Background: an optimization exercise with open tools, aiming at small area and a short achievable clock period. Do not read the settings as production practice.
At most, simulation tests tie the RTL to the original design; equivalence was not proved.

==> run R: inputs <==
// TPU_optimized
module TPU_optimized #(
    parameter DEPTH     = 4,
    parameter BIT_WIDTH = 8,
    parameter ACC_WIDTH = 24
)
(
    input clk,
    input control, 
    input [(BIT_WIDTH*DEPTH)-1:0] data_arr,
    input [(BIT_WIDTH*DEPTH)-1:0] wt_arr,
    output reg [(ACC_WIDTH*DEPTH)-1:0] acc_out
);
==> module MAC_opt, before the edit <==
module MAC_opt #(
    parameter DATA_WIDTH = 8,
    parameter ACC_WIDTH  = 24
)
(
    input                      clk,
    input                      control,
    input                      reset,
    input  [ACC_WIDTH-1:0]     acc_in,
    input  [DATA_WIDTH-1:0]    data_in,
    input  [DATA_WIDTH-1:0]    wt_path_in,
    output reg [ACC_WIDTH-1:0] acc_out,
    output [DATA_WIDTH-1:0]    data_out,
    output [DATA_WIDTH-1:0]    wt_path_out
);
    assign data_out    = data_in;
    assign wt_path_out = wt_path_in;
    always @(posedge clk) begin
        if (reset)
            acc_out <= {ACC_WIDTH{1'b0}};
        else if (control)
            acc_out <= acc_in + (data_in * wt_path_in);
        else
            acc_out <= acc_in;
    end
endmodule
==> module TPU_optimized, before the edit <==
module TPU_optimized #(
    parameter DEPTH     = 4,
    parameter BIT_WIDTH = 8,
    parameter ACC_WIDTH = 24
)
(
    input clk,
    input control, 
    input [(BIT_WIDTH*DEPTH)-1:0] data_arr,
    input [(BIT_WIDTH*DEPTH)-1:0] wt_arr,
    output reg [(ACC_WIDTH*DEPTH)-1:0] acc_out
);
    wire [BIT_WIDTH-1:0] data_out [0:DEPTH-1][0:DEPTH-1];
    wire [BIT_WIDTH-1:0] wt_out   [0:DEPTH-1][0:DEPTH-1];
    wire [ACC_WIDTH-1:0] acc_temp [0:DEPTH-1][0:DEPTH-1];
    genvar j;
    generate
        for (j = 0; j < DEPTH; j = j + 1) begin : top_row
            if(j == 0) begin : cell_0_0
                MAC_opt #(BIT_WIDTH, ACC_WIDTH) mac_inst (
                    .clk(clk),
                    .control(control),
                    .reset(1'b0),
                    .acc_in({ACC_WIDTH{1'b0}}),
                    .data_in(data_arr[0*BIT_WIDTH +: BIT_WIDTH]),
                    .wt_path_in(wt_arr[0*BIT_WIDTH +: BIT_WIDTH]),
                    .acc_out(acc_temp[0][0]),
                    .data_out(data_out[0][0]),
                    .wt_path_out(wt_out[0][0])
                );
            end else begin : cell_0_j
                MAC_opt #(BIT_WIDTH, ACC_WIDTH) mac_inst (
                    .clk(clk),
                    .control(control),
                    .reset(1'b0),
                    .acc_in({ACC_WIDTH{1'b0}}),
                    .data_in(data_out[0][j-1]),
                    .wt_path_in(wt_arr[j*BIT_WIDTH +: BIT_WIDTH]),
                    .acc_out(acc_temp[0][j]),
                    .data_out(data_out[0][j]),
                    .wt_path_out(wt_out[0][j])
                );
            end
        end
    endgenerate
    genvar i, k;
    generate
        for (i = 1; i < DEPTH; i = i + 1) begin : other_rows
            for (k = 0; k < DEPTH; k = k + 1) begin : col_gen
                if(k == 0) begin : cell_i_0
                    MAC_opt #(BIT_WIDTH, ACC_WIDTH) mac_inst (
                        .clk(clk),
                        .control(control),
                        .reset(1'b0),
                        .acc_in(acc_temp[i-1][0]),
                        .data_in(data_arr[i*BIT_WIDTH +: BIT_WIDTH]),
                        .wt_path_in(wt_out[i-1][0]),
                        .acc_out(acc_temp[i][0]),
                        .data_out(data_out[i][0]),
                        .wt_path_out(wt_out[i][0])
                    );
                end else begin : cell_i_k
                    MAC_opt #(BIT_WIDTH, ACC_WIDTH) mac_inst (
                        .clk(clk),
                        .control(control),
                        .reset(1'b0),
                        .acc_in(acc_temp[i-1][k]),
                        .data_in(data_out[i][k-1]),
                        .wt_path_in(wt_out[i-1][k]),
                        .acc_out(acc_temp[i][k]),
                        .data_out(data_out[i][k]),
                        .wt_path_out(wt_out[i][k])
                    );
                end
            end
        end
    endgenerate
    genvar col;
    generate
        for(col = 0; col < DEPTH; col = col + 1) begin : output_gen
            always @(posedge clk) begin
                acc_out[col*ACC_WIDTH +: ACC_WIDTH] <= acc_temp[DEPTH-1][col];
            end
        end
    endgenerate
endmodule 
Settings: LEC_CHECK=0, CAP_MARGIN=20, CORE_MARGIN=2, CORE_UTILIZATION=40, SLEW_MARGIN=20; clock period 7.5 ns.
run.sh (not shown) runs the stock make flow with config.mk's settings and CLKGATE_MAP_FILE= SYNTH_SCRIPT=/design/flow/synth_recipe.tcl, a recipe that flattens the netlist after the stock synthesis.
==> inputs of run C, as changes to run R <==
==> flow/design.v (replaced) <==
module MAC_opt #(
    parameter IN_WIDTH  = 16,
    parameter OUT_WIDTH = 17
)
(
    input  [11:0]          sel,
    input  [7:0]           w1,
    input  [9:0]           w3,
    input  [IN_WIDTH-1:0]  acc_in,
    output [OUT_WIDTH-1:0] acc_out
);
    wire [9:0] m1 = {2'b00, w1};
    wire [9:0] m2 = {1'b0, w1, 1'b0};
    wire [9:0] pp [0:3];
    genvar j;
    generate
        for (j = 0; j < 4; j = j + 1) begin : digit
            assign pp[j] = ({10{sel[3*j]}}   & m1) |
                           ({10{sel[3*j+1]}} & m2) |
                           ({10{sel[3*j+2]}} & w3);
        end
    endgenerate
    assign acc_out = acc_in + pp[0] + (pp[1] << 2) + (pp[2] << 4) + (pp[3] << 6);
endmodule
`timescale 1ns/1ps
module TPU_optimized #(
    parameter DEPTH     = 4,
    parameter BIT_WIDTH = 8,
    parameter ACC_WIDTH = 24
)
(
    input clk,
    input control,
    input [(BIT_WIDTH*DEPTH)-1:0] data_arr,
    input [(BIT_WIDTH*DEPTH)-1:0] wt_arr,
    output [(ACC_WIDTH*DEPTH)-1:0] acc_out
);
    reg [11:0] sel_r [0:3];
    reg [7:0]  w1_r  [0:3];
    reg [9:0]  w3_r  [0:3];
    genvar i, j, k;
    generate
        for (i = 0; i < 4; i = i + 1) begin : row_in
            wire [7:0] d = data_arr[8*i +: 8];
            wire [11:0] sel_d;
            for (j = 0; j < 4; j = j + 1) begin : dig
                wire [1:0] b = d[2*j +: 2];
                assign sel_d[3*j]   = control &  b[0] & ~b[1];
                assign sel_d[3*j+1] = control & ~b[0] &  b[1];
                assign sel_d[3*j+2] = control &  b[0] &  b[1];
            end
            always @(posedge clk) sel_r[i] <= sel_d;
        end
        for (k = 0; k < 4; k = k + 1) begin : col_in
            wire [7:0] w = wt_arr[8*k +: 8];
            always @(posedge clk) begin
                w1_r[k] <= w;
                w3_r[k] <= {2'b00, w} + {1'b0, w, 1'b0};
            end
        end
    endgenerate
    generate
        for (k = 0; k < 4; k = k + 1) begin : col
            reg  [15:0] s1;
            reg  [16:0] s2;
            reg  [17:0] s3;
            reg  [17:0] o;
            wire [15:0] n1;
            wire [16:0] n2;
            wire [17:0] n3, no;
            MAC_opt #(1, 16)  m0 (.sel(sel_r[0]), .w1(w1_r[k]), .w3(w3_r[k]), .acc_in(1'b0), .acc_out(n1));
            MAC_opt #(16, 17) m1 (.sel(sel_r[1]), .w1(w1_r[k]), .w3(w3_r[k]), .acc_in(s1),   .acc_out(n2));
            MAC_opt #(17, 18) m2 (.sel(sel_r[2]), .w1(w1_r[k]), .w3(w3_r[k]), .acc_in(s2),   .acc_out(n3));
            MAC_opt #(18, 18) m3 (.sel(sel_r[3]), .w1(w1_r[k]), .w3(w3_r[k]), .acc_in(s3),   .acc_out(no));
            always @(posedge clk) begin
                s1 <= n1;
                s2 <= n2;
                s3 <= n3;
                o  <= no;
            end
            assign acc_out[ACC_WIDTH*k +: ACC_WIDTH] = {{(ACC_WIDTH-18){1'b0}}, o};
        end
    endgenerate
endmodule
Settings changed: ABC_CLOCK_PERIOD_IN_PS set to 2500.
==> notes <==
- Of run R and run C, run R has the higher utilization (gap 0.99 points).
- Of run R and run C, run C has the higher clock skew (gap 0.0092 ns).
- In first-iteration DRC count, run C is at 2.5 times the value of run R.
- Die area: run R is higher than run C (35%).
- Critical path depth: run R is higher than run C (6).
The RTL of run C was laid out without a check of its function.

afterwards: timing with drivers on the ports:
The results above use ideal ports. As a check the final layouts listed here were re-extracted and re-timed, cells and wires unchanged. Step 1 assumes that a clkbuf_16 drives the clock port and a buf_2 every other input. Step 2 adds t to the input delays and takes it off the output delays; t is the mean of the earliest and latest rising clock arrival at the registers after step 1. Input paths then give back, and output paths get back, about the clock's delay inside the block. Slacks: no drivers / after step 1 / after step 2; pairs: no drivers / after step 1.
| run | t (ns) | slack for setup (ns) | clock arrival spread, ns | slew at the worst register clock pin (ns) | cell pins on the clock port's net |
|---|---|---|---|---|---|
| run R | 0.648 | 0.565 / 0.507 / -0.141 | 0.022 / 0.022 | 0.07 / 0.07 | 1 |
| run C | 0.680 | 2.495 / 2.495 / 2.495 | 0.027 / 0.026 | 0.07 / 0.07 | 1 |
With both steps, setup timing fails in run R, where it was met with ideal ports. The setup slack of run R, which loses most, moves by -0.058 ns with the drivers and by -0.706 ns with both steps.
